From an optimization exercise on the open Yosys and OpenROAD flow, aimed at small area and a short achievable clock period; shortcuts taken in it are not production practice.
In this exercise RTL edits were held to simulation tests only and were not proved equivalent to the original.

==> flow/design.v (outline; a module is shown in full before it is edited, if it fits) <==
// module sh4a_mac: 2437 lines
module sh4a_mac(
    input clk,
    input [31:0] mul_src1,
    input [31:0] mul_src2,
    input [63:0] add_src1,
    input [63:0] add_src2,
    output [63:0] result
);
  // ...
==> flow/flow/run.sh <==
#!/bin/bash
# The standard ORFS layout (the standard.sh) with three settings changed:
#  - SYNTH_ARGS=-noabc: skip the ABC pass inside Yosys's generic synth script, so
#    the full-adder extraction that follows sees the carry-save tree with clean
#    polarities (otherwise it adds hundreds of inverters around the adder cells);
#    the registers and the final technology mapping are unchanged.
#  - SETUP_SLACK_MARGIN=5: repair timing against a tighter target.
#  - port buffers are plain buf_1 cells (every port still gets its own buffer).
set -euo pipefail
bash standard.sh SYNTH_ARGS=-noabc SETUP_SLACK_MARGIN=5 \
  "BUFFER_PORTS_ARGS=-buffer_cell sky130_fd_sc_hd__buf_1" finish > standard.log 2>&1
==> flow/standard.sh <==
#!/bin/bash
# synth_recipe.tcl (not shown) runs the flow's synth.tcl, then flattens the netlist and writes it again
# the make line also repeats each setting of config.mk as NAME=value (left out here)
make -C /OpenROAD-flow-scripts/flow DESIGN_CONFIG=/design/flow/config.mk WORK_HOME=/design/flow/orfs CLKGATE_MAP_FILE= SYNTH_SCRIPT=/design/flow/synth_recipe.tcl "${@:-finish}"
==> flow/config.mk <==
export PLATFORM = sky130hd
export DESIGN_NAME = sh4a_mac
export DESIGN_NICKNAME = sh4a_mac
export VERILOG_FILES = /design/flow/design.v
export SDC_FILE = /design/flow/constraint.sdc
export NUM_CORES = 4
export LEC_CHECK = 0
export CAP_MARGIN = 20
export CORE_MARGIN = 2
export CORE_UTILIZATION = 40
export SLEW_MARGIN = 20
==> flow/constraint.sdc <==
create_clock -name core_clock -period 9.5 [get_ports {clk}]
set_input_delay 1.9000 -clock core_clock [delete_from_list [all_inputs] [get_ports {clk}]]
set_output_delay 1.9000 -clock core_clock [all_outputs]
set_load 0.01 [all_outputs]
==> impl_results.md, run 1 <==
- Worst r2r src: r0_c34_1$_DFF_P_
- Max-area cell class: multi-input combinational cells
- # resized after CTS: 70
- CP top delay family: adder cells
- Status: complete, no violations
- Post-synth design cell area: 34500 µm²
- Depth of the most critical reg-to-reg path: 12
- Nonclk inv count: 189
- Non-CTS buffers: 355
- I/O pins: 257
- Drt total wl: 131000 µm
- Hold Crit Class: flop to flop
- Placer Congestion: 0.908
- Post-CTS Setup Inserts: 14
- Antenna violations before repair: 5
- Setup crit end: r0_c23_4$_DFF_P_
- Synth top area share: 0.342
- Flop and latch count out of synthesis: 353
- Hold EP: res_lo[0]$_DFF_P_
- CTS Buf Count: 46
- CP max FO: 31
- Cts hold-fix bufs: 0
- Final Hold Viols: 0
- Final Setup Violations: 0
==> inputs of run 2 (changes only) <==
--- a/flow/design.v
+++ b/flow/design.v
@@ -2415,23 +2415,23 @@
 wire w1860 = r0_c60_0 ^ r0_c60_1;
 wire w1861 = r0_c60_0 & r0_c60_1;
 wire w1862 = r0_c61_0 ^ r0_c61_1 ^ r0_c61_2;
 wire w1863 = (r0_c61_0 & r0_c61_1) | (r0_c61_0 & r0_c61_2) | (r0_c61_1 & r0_c61_2);
 wire w1864 = r0_c62_0 ^ r0_c62_1;
 wire w1865 = r0_c62_0 & r0_c62_1;
 wire [63:0] t_s = {r0_c63_0, w1864, w1861, w1860, w1857, w1856, w1849, w1848, w1841, w1840, w1833, w1832, w1825, w1824, w1813, w1812, w1801, w1800, w1787, w1786, w1771, w1770, w1755, w1754, w1735, w1734, w1715, w1714, w1695, w1685, w1675, w1672, w1657, w1649, w1641, w1633, w1625, w1617, w1609, w1603, w1597, w1591, w1588, w1579, w1575, w1571, w1567, w1563, w1560, w1557, w1555, w1553, w1551, w1549, w1547, w1545, r0_c7_3, r0_c6_0, r0_c5_0, r0_c4_0, r0_c3_0, r0_c2_0, r0_c1_0, r0_c0_0};
 wire [63:0] t_c = {w1865, w1863, w1862, w1859, w1858, w1853, w1852, w1845, w1844, w1837, w1836, w1829, w1828, w1819, w1818, w1807, w1806, w1793, w1792, w1779, w1778, w1763, w1762, w1745, w1744, w1725, w1724, w1705, w1704, w1694, w1684, w1674, w1664, w1656, w1648, w1640, w1632, w1624, w1616, w1608, w1602, w1596, w1590, w1584, w1578, w1574, w1570, w1566, w1562, w1558, w1556, w1554, w1552, w1550, w1548, w1546, w1544, r0_c6_1, r0_c5_1, r0_c4_1, r0_c3_1, r0_c2_1, r0_c1_1, r0_c0_1};
-wire [48:0] lo_sum = {1'b0, t_s[47:0]} + {1'b0, t_c[47:0]};
-wire [15:0] hi_sum0 = t_s[63:48] + t_c[63:48];
-wire [16:0] hi_sum1_w = {t_s[63:48], 1'b1} + {t_c[63:48], 1'b1};
-reg [47:0] res_lo;
+wire [56:0] lo_sum = {1'b0, t_s[55:0]} + {1'b0, t_c[55:0]};
+wire [7:0] hi_sum0 = t_s[63:56] + t_c[63:56];
+wire [8:0] hi_sum1_w = {t_s[63:56], 1'b1} + {t_c[63:56], 1'b1};
+reg [55:0] res_lo;
 reg res_cin;
-reg [15:0] res_hi0;
-reg [15:0] res_hi1;
+reg [7:0] res_hi0;
+reg [7:0] res_hi1;
 always @(posedge clk) begin
-    res_lo <= lo_sum[47:0];
-    res_cin <= lo_sum[48];
+    res_lo <= lo_sum[55:0];
+    res_cin <= lo_sum[56];
     res_hi0 <= hi_sum0;
-    res_hi1 <= hi_sum1_w[16:1];
+    res_hi1 <= hi_sum1_w[8:1];
 end
 assign result = {res_cin ? res_hi1 : res_hi0, res_lo};
 endmodule
==> flow/flow/run.sh (replaced) <==
#!/bin/bash
# The standard ORFS layout (the standard.sh) with these settings changed:
#  - SYNTH_ARGS=-noabc: skip the ABC pass inside Yosys's generic synth script, so
#    the full-adder extraction that follows sees the carry-save tree with clean
#    polarities (otherwise it adds hundreds of inverters around the adder cells);
#    the registers and the final technology mapping are unchanged.
#  - SETUP_SLACK_MARGIN=5: repair timing against a tighter target.
#  - port buffers are plain buf_1 cells (every port still gets its own buffer).
#  - a denser floorplan (CORE_UTILIZATION 65, PLACE_DENSITY 0.76).
set -euo pipefail
bash standard.sh SYNTH_ARGS=-noabc SETUP_SLACK_MARGIN=5 \
  "BUFFER_PORTS_ARGS=-buffer_cell sky130_fd_sc_hd__buf_1" \
  CORE_UTILIZATION=65 PLACE_DENSITY=0.76 finish > standard.log 2>&1
==> run 2 against run 1 <==
Still clean on timing, DRC and antenna. First-iteration DRC count up 32%. Non-clock buffer count up 18. Worst hold slack better by 2.3 ps. Fmax down 2.3%. Synthesized cell count down 2.1%. Design area down 1.9%. Clock skew down 3.8 ps. Wire length down 3.1%. Critical path depth up 1.
==> impl_results.md, run 2 <==
- MaxCap Viol Count: 0 (unchanged)
- Sequential cell area: 6910 µm² (was 7070 µm²)
- CTS Buf Count: 42 (was 46)
- Required time of the critical path: 9980 ps (was 9950 ps)
- RSZ-0062 raised after global routing: true (unchanged)
- Status: complete, no violations (unchanged)
- Vias per cell: 7.06 (was 5.96)
- Die area: 54200 µm² (was 88700 µm²)
- Slew Viols, Final: 0 (unchanged)
- Syn avg cell area: 10.8 µm² (about the same)
- Fillers: 3379 (was 7928)
- Final Util: 0.762 (was 0.469)
- Sequential-to-total area share from yosys stat: 0.203 (was 0.205)
- GRT Overall Usage: 0.444 (was 0.285)
- Synth top area cells: fa_1 35%, dfxtp_1 20%, xnor2_1 14% (was fa_1 34%, dfxtp_1 20%, xnor2_1 14%)
- CP startpoint: mul_src2[7] (was mul_src2[5])
- Num rows: 83 (was 107)
- Setup crit end: r0_c40_5$_DFF_P_ (was r0_c23_4$_DFF_P_)
- Final critical-path share of the clock period: 0.483 (was 0.472)
- Reg with most FFs: res_lo (unchanged)
- Async set or reset register ratio after synthesis: 0 (unchanged)
- Post-synth cell types: 58 (was 73)
- Synth top cells by count: 589 x fa_1, 549 x xnor2_1, 465 x a22oi_1, 345 x dfxtp_1, 291 x clkbuf_1 (was 589 x fa_1, 535 x xnor2_1, 465 x a22oi_1, 353 x dfxtp_1, 281 x clkbuf_1)
- Reg clk slew, reported paths: 70 ps (was 60 ps)
- Final Setup Violations: 0 (unchanged)
- Crit path kind: primary input to flop (unchanged)
- Net Count, Synth: 4047 (was 4113)
- CTS tree: yes (unchanged)
- WL/cell: 32.2 µm (was 29.4 µm)
- Initial DRT Pass Iterations: 14 (was 6)
- Setup TNS: 0 ps (unchanged)
- Synth top area share: 0.347 (was 0.342)
- CP max FO: 31 (unchanged)
- Die height: 233 µm (was 298 µm)
- Worst setup SP type: primary input (unchanged)
- Via Count: 27900 (was 26600)
- Placer Congestion: 0.988 (was 0.908)
- Post-layout net count: 4146 (was 4195)
- Top-count cell post-synth: fa_1 (unchanged)
- Grt total ovfl: 0 (unchanged)
- Initial Utilization: 0.660 (was 0.405)
- DR iter-0 viols: 4016 (was 3049)
- IO Port Bufs: 256 (unchanged)
- Worst r2r src: r0_c36_0$_DFF_P_ (was r0_c34_1$_DFF_P_)
- Drt total wl: 127000 µm (was 131000 µm)
- Leading area contributor after synthesis: fa_1 (unchanged)
- Post-synth design cell area: 34000 µm² (was 34500 µm²)
- Total number of H-tree levels: 2 (unchanged)
- Non-Filler Instances: 3948 (was 4471)
- Synthesis warning total: 1 (unchanged)
- Slew @ Worst Pin: 1280 ps (was 1210 ps)
- Peak Freq: 0.218 GHz (was 0.223 GHz)
- Detail Route Antenna Nets: 0 (unchanged)
- Depth of the most critical reg-to-reg path: 15 (was 12)
- Reg2reg end: res_lo[53]$_DFF_P_ (was res_cin$_DFF_P_)
- Hold Crit Class: flop to flop (unchanged)
- Biggest regs: res_lo (56), res_hi0 (8), res_hi1 (8) (was res_lo (48), res_hi0 (16), res_hi1 (16))
- Die X: 233 µm (was 298 µm)
- Worst slew margin: 0.145 (was 0.193)
- Dpl hpwl: 76600 µm (was 84100 µm)
- Highest-count cells in the layout ignoring fill and taps: 544 x xnor2_1, 479 x fa_1, 345 x dfxtp_1 (was 534 x xnor2_1, 486 x fa_1, 353 x a22oi_1, 353 x dfxtp_1, 220 x buf_1)
- Final Hold Viols: 0 (unchanged)
- Final min period: 4590 ps (was 4480 ps)
- Largest net degree at the start of global routing: 69 (was 51)
- Worst R2R Setup Slack: 5030 ps (was 5100 ps)
- CP arrival: 5070 ps (was 4930 ps)
- # DRC: 0 (unchanged)
- Area growth syn-to-layout: 15.4% (was 15.8%)
- Critical Path End Type: flop (unchanged)
- Flop and latch count out of synthesis: 345 (was 353)
- Clock sink total: 345 (was 353)
- Most common cell after layout, fill and taps aside: xnor2_1 (unchanged)
- Fraction of layout instances using a drive strength above 1: 0.169 (was 0.159)
- Mapped Cells: 3138 (was 3204)
- Primary FF master, synth: dfxtp_1 (unchanged)
- Final Cell Area: 39200 µm² (was 40000 µm²)
- Max FFs per register: 56 (was 48)
- Number of global-route vias before repair: 29000 (was 27600)
- Deepest clock path buffer count: 3 (unchanged)
- CORE AREA: 51500 µm² (was 85300 µm²)
- Final clock skew: 27.0 ps (was 30.7 ps)
- Placed Area: 35900 µm² (was 36900 µm²)
- DP Cell Count: 3798 (was 4332)
- Antenna violations before repair: 3 (was 5)
- I/O pins: 257 (unchanged)
- First-pass GRT wire length: 176000 µm (was 187000 µm)
- Multi-input combinational cell area: 26600 µm² (was 26700 µm²)
- Post-synth EDFFs: 0 (unchanged)
- Clock latency on the worst-skew pair: 620 ps (was 600 ps)
- CTS root buf: clkbuf_16 (unchanged)
run 2: repair_timing:
action                     CTS  global route
gates resized for setup     93            59
setup endpoints to repair  262           113
pin swaps                    8            11
cloned                       2            16
setup buffers               19            38
hold buffers                 0             0
run 2: how the worst min path moves through the flow:
stage,startpoint,end,depth (start not counted)
after floorplan,r0_c0_1$_DFF_P_,res_lo[0]$_DFF_P_,1
after global placement,r0_c0_1$_DFF_P_,res_lo[0]$_DFF_P_,1
after detailed placement,r0_c0_1$_DFF_P_,res_lo[0]$_DFF_P_,1
after CTS,r0_c0_1$_DFF_P_,res_lo[0]$_DFF_P_,1
after global routing,r0_c0_1$_DFF_P_,res_lo[0]$_DFF_P_,1
final,r0_c0_1$_DFF_P_,res_lo[0]$_DFF_P_,1
run 2: layout make-up:
class,instances,area share
Multi-Input combinational cell,2289,0.679
Inverter,186,0.0179
Sequential cell,345,0.176
Tap cell,680,0.0217
Timing Repair Buffer,373,0.0658
Clock inverter,19,0.00823
Antenna cell,2,0.000128
Clock buffer,54,0.0311
run 2: worst max-delay path, stage by stage:
cell,delay (ps)
buf_8,230
buf_12,230
inv_1,120
ha_4,180
mux2_8,430
a22oi_1,280
xnor2_1,170
fa_1,540
inv_1,70
fa_1,400
fa_1,480
run 2: layer usage:
layer / routed length, µm / vias up / global-route usage / share of wire
met5: 211 / - / 0.0101 / 0.0017
met4: 9790 / 12 / 0.259 / 0.077
met3: 20800 / 815 / 0.160 / 0.16
met2: 53000 / 2622 / 0.652 / 0.42
met1: 43400 / 13700 / 0.568 / 0.34
li1: - / 10700 / - / -
run 2: logic make-up (layout without fill, tap and decap cells):
group	Yosys count	after routing	synth area share
other cells	0	2	0
buf+inv	511	632	0.0567
simple gates	217	217	0.0316
compound gates	747	747	0.158
flops	345	345	0.203
mux	23	30	0.00762
xor+xnor	579	579	0.149
fa+ha+maj	716	716	0.393
run 2: through the flow:
step           hold slack, ps  worst slack, ps
3_5_place_dp              439             3400
2_1_floorplan             420             4960
4_1_cts                   452             4990
6_report                  445             4910
3_3_place_gp              424             3490
5_1_grt                   477             4890
==> inputs of run 3 (changes only) <==
==> flow/flow/run.sh (replaced) <==
#!/bin/bash
# The standard ORFS layout (the standard.sh) with these settings changed:
#  - SYNTH_ARGS=-noabc: skip the ABC pass inside Yosys's generic synth script, so
#    the full-adder extraction that follows sees the carry-save tree with clean
#    polarities (otherwise it adds hundreds of inverters around the adder cells);
#    the registers and the final technology mapping are unchanged.
#  - SETUP_SLACK_MARGIN=4.9: repair timing against a tighter target.
#  - port buffers are plain buf_1 cells (every port still gets its own buffer).
#  - a denser floorplan (CORE_UTILIZATION 65, PLACE_DENSITY 0.76).
set -euo pipefail
bash standard.sh SYNTH_ARGS=-noabc SETUP_SLACK_MARGIN=4.9 \
  "BUFFER_PORTS_ARGS=-buffer_cell sky130_fd_sc_hd__buf_1" \
  CORE_UTILIZATION=65 PLACE_DENSITY=0.76 finish > standard.log 2>&1
==> run 3 against run 2 <==
Still clean on timing, DRC and antenna. Die area did not move. Sequential cell count did not move. Critical path depth fell by 2. Clock skew fell by 1.5 ps. Critical endpoint is now r0_c26_5$_DFF_P_. Largest cell class unchanged.
==> impl_results.md, run 3 <==
- Fin Hold WS: 493 ps (was 445 ps)
- Final critical-path share of the clock period: 0.489 (was 0.483)
- Leading area contributor after synthesis: fa_1 (unchanged)
- Worst R2R Setup Slack: 4980 ps (was 5030 ps)
- Final clock skew: 25.4 ps (was 27.0 ps)
- Final Hold Viols: 0 (unchanged)
- Depth of the most critical reg-to-reg path: 13 (was 15)
- RSZ-0062 raised after global routing: true (unchanged)
- Die height: 233 µm (unchanged)
- Critical Path End Type: flop (unchanged)
- Vias per cell: 7.03 (was 7.06)
- Initial DRT Pass Iterations: 10 (was 14)
- Primary FF master, synth: dfxtp_1 (unchanged)
- Area growth syn-to-layout: 10.8% (was 15.4%)
- MaxCap Viol Count: 0 (unchanged)
- Multi-input combinational cell area: 25700 µm² (was 26600 µm²)
- Cells on Worst Hold Path: 1 (unchanged)
- Die area: 54200 µm² (unchanged)
- WL/cell: 31.4 µm (was 32.2 µm)
- # DRC: 0 (unchanged)
- Deepest clock path buffer count: 3 (unchanged)
- Clock latency on the worst-skew pair: 590 ps (was 620 ps)
- Grt total ovfl: 0 (unchanged)
- Top-count cell post-synth: fa_1 (unchanged)
- Reg with most FFs: res_lo (unchanged)
- Net Count, Synth: 4047 (unchanged)
- Cts hold-fix bufs: 0 (unchanged)
- Clock sink total: 345 (unchanged)
- Worst slew margin: 0.375 (was 0.145)
- Placer Congestion: 0.981 (was 0.988)
- Most used cell, CP: fa_1 (unchanged)
- First-pass GRT wire length: 175000 µm (was 176000 µm)
- Antenna violations before repair: 4 (was 3)
- Status: complete, no violations (unchanged)
- Worst r2r src: r0_c33_0$_DFF_P_ (was r0_c36_0$_DFF_P_)
- Peak Freq: 0.215 GHz (was 0.218 GHz)
- M1 GR Usage: 0.560 (was 0.568)
- Most common cell after layout, fill and taps aside: xnor2_1 (unchanged)
- Initial Utilization: 0.660 (unchanged)
- Syn avg cell area: 10.8 µm² (unchanged)
- Final Setup Violations: 0 (unchanged)
- Die X: 233 µm (unchanged)
- CTS root buf: clkbuf_16 (unchanged)
- GR met3 Demand/Resource: 0.174 (was 0.160)
- CTS Buf Count: 42 (unchanged)
- Hold_sp: r0_c0_1$_DFF_P_ (unchanged)
- Async set or reset register ratio after synthesis: 0 (unchanged)
- Synth top cells by count: 589 x fa_1, 549 x xnor2_1, 465 x a22oi_1, 345 x dfxtp_1, 291 x clkbuf_1 (unchanged)
- Dpl hpwl: 76400 µm (was 76600 µm)
- Hold Crit Class: flop to flop (unchanged)
- Via Count: 27600 (was 27900)
- Post-synth design cell area: 34000 µm² (unchanged)
- Fillers: 3694 (was 3379)
- CORE AREA: 51500 µm² (unchanged)
- CP arrival: 5090 ps (was 5070 ps)
- Flop and latch count out of synthesis: 345 (unchanged)
- Worst setup SP type: primary input (unchanged)
- Hold EP: res_lo[0]$_DFF_P_ (unchanged)
- Setup TNS: 0 ps (unchanged)
- Post-layout net count: 4115 (was 4146)
- CTS tree: yes (unchanged)
- Final Cell Area: 37700 µm² (was 39200 µm²)
- Slew @ Worst Pin: 929 ps (was 1280 ps)
- Fraction of layout instances using a drive strength above 1: 0.0958 (was 0.169)
- DR iter-0 viols: 3849 (was 4016)
- Reg clk slew, reported paths: 60 ps (was 70 ps)
- Synth top area cells: fa_1 35%, dfxtp_1 20%, xnor2_1 14% (unchanged)
- Non-Filler Instances: 3919 (was 3948)
- Sequential cell area: 6910 µm² (unchanged)
- CP max stage delay: 540 ps (about the same)
- CP max FO: 31 (unchanged)
- Mapped Cells: 3138 (unchanged)
- Biggest regs: res_lo (56), res_hi0 (8), res_hi1 (8) (unchanged)
- I/O pins: 257 (unchanged)
- Post-synth cell types: 58 (unchanged)
- Largest net degree at the start of global routing: 69 (unchanged)
- Met2 usage: 0.658 (was 0.652)
- Final min period: 4650 ps (was 4590 ps)
- Sequential-to-total area share from yosys stat: 0.203 (unchanged)
- DP Cell Count: 3814 (was 3798)
- Synthesis warning total: 1 (unchanged)
- Num rows: 83 (unchanged)
- Placed Area: 35300 µm² (was 35900 µm²)
- Most used routing layer in global routing: met2 (unchanged)
- Highest-count cells in the layout ignoring fill and taps: 549 x xnor2_1, 546 x fa_1, 452 x a22oi_1 (was 544 x xnor2_1, 479 x fa_1, 345 x dfxtp_1)
- Worst path cell trace: clkbuf_2 > buf_4 > buf_8 > mux2_8 > a22oi_1 > xnor2_1 > fa_1 > fa_1 > fa_1 (was buf_8 > buf_12 > inv_1 > ha_4 > mux2_8 > a22oi_1 > xnor2_1 > fa_1 > inv_1 > fa_1 > fa_1)
- Crit path kind: primary input to flop (unchanged)
- GRT Overall Usage: 0.443 (was 0.444)
- Max FFs per register: 56 (unchanged)
- Required time of the critical path: 9950 ps (was 9980 ps)
- IO Port Bufs: 256 (unchanged)
- Slew Viols, Final: 0 (unchanged)
- Detail Route Antenna Nets: 0 (unchanged)
- Synth top area share: 0.347 (unchanged)
- Reg2reg end: res_lo[55]$_DFF_P_ (was res_lo[53]$_DFF_P_)
- Buf/Inv on CP: 3 (was 4)
- Drt total wl: 123000 µm (was 127000 µm)
- CP max-delay cell: mux2_8 (was fa_1)
- Total number of H-tree levels: 2 (unchanged)
- Post-synth EDFFs: 0 (unchanged)
- CP top delay family: adder cells (unchanged)
- Number of global-route vias before repair: 28800 (was 29000)
-- run 3: cell counts after synthesis --
No cell type changed its count.
-- run 3: final cells by class --
class,instances,area share
repair buffers,347,0.0548
multi-input cells,2284,0.682
clock buffers,64,0.0347
clock inverters,10,0.00422
well taps,680,0.0226
inverters,186,0.0185
diodes,3,0.000199
flip-flops and latches,345,0.183
-- run 3: cell families after synthesis --
| family | count (synthesis) | synth area share |
|---|---|---|
| AOI/OAI and AO/OA | 747 | 0.158 |
| DFF | 345 | 0.203 |
| adders and majority gates | 716 | 0.393 |
| muxes | 23 | 0.00762 |
| buffers and inverters | 511 | 0.0567 |
| xor gates and xnor gates | 579 | 0.149 |
| and+or+nand+nor | 217 | 0.0316 |
-- run 3: worst reg2reg max path, delay by kind of cell, from the launching register on --
family / cells / cell delay, ps
XOR/XNOR: 1 / 140
adder cells (fa/ha/maj): 5 / 2500
AND/OR/NAND/NOR: 1 / 80
AO/OA/AOI/OAI: 6 / 1410
flip-flops: 1 / 330
-- run 3: timing repair --
| action | 4_1_cts | 5_1_grt |
|---|---|---|
| cloned | 0 | 8 |
| hold endpoints to repair | 0 | 0 |
| endpoints found under the setup margin | 247 | 104 |
| buffers inserted | 0 | 20 |
| pin swaps | 1 | 8 |
| resized for setup | 70 | 55 |
-- run 3: worst max path at each step --
stage                          start                  to  slack, ps  cells past startpoint
detailed placement      mul_src2[29]    r0_c42_4$_DFF_P_       3660                      8
floorplan                mul_src2[1]    r0_c19_3$_DFF_P_       4890                     11
global route        r0_c37_3$_DFF_P_  res_lo[53]$_DFF_P_       4820                     15
finish                  mul_src2[17]    r0_c26_5$_DFF_P_       4850                      9
global placement        mul_src2[13]    r0_c44_4$_DFF_P_       3710                      9
CTS                     mul_src2[13]    r0_c26_5$_DFF_P_       4900                      8
-- run 3: layer usage --
layer  routed length [µm]  part of all wire
met5                   10          0.000081
met4                 8430             0.068
met3                20100              0.16
met2                52000              0.42
met1                42600              0.35
-- run 3: stage by stage --
| step | setup slack, ps | util |
|---|---|---|
| 2_1_floorplan | 4890 | - |
| 3_3_place_gp | 3710 | 0.685 |
| 3_5_place_dp | 3660 | 0.685 |
| 4_1_cts | 4900 | 0.719 |
| 5_1_grt | 4820 | 0.731 |
| 6_report | 4850 | 0.731 |

-- what the ideal ports hide --
The results above use ideal ports. As a check the final layouts listed here were re-extracted and re-timed, cells and wires unchanged. Step 1, drivers: a clkbuf_16 drives clk and a buf_2 each remaining input, both assumed. Step 2 times the ports against the registers' clock, not the clock port: input delays grow and output delays shrink by t, the midpoint of the rising clock arrivals with the driver on. Slacks: ideal / step 1 / step 2; pairs: ideal / step 1.
run | shift t [ns] | slack for setup (ns) | worst setup path after step 2 | latest minus earliest clock arrival (ns)
run 1 | 0.653 | 5.020 / 5.060 / 4.407 | input to register | 0.035 / 0.035
run 2 | 0.673 | 4.914 / 4.933 / 4.260 | input to register | 0.028 / 0.028
run 3 | 0.648 | 4.853 / 4.889 / 4.241 | input to register | 0.026 / 0.026
After both steps every run listed still meets setup and hold. The setup slack of run 2, which loses most, moves by +0.019 ns with the drivers and by -0.654 ns with both steps.
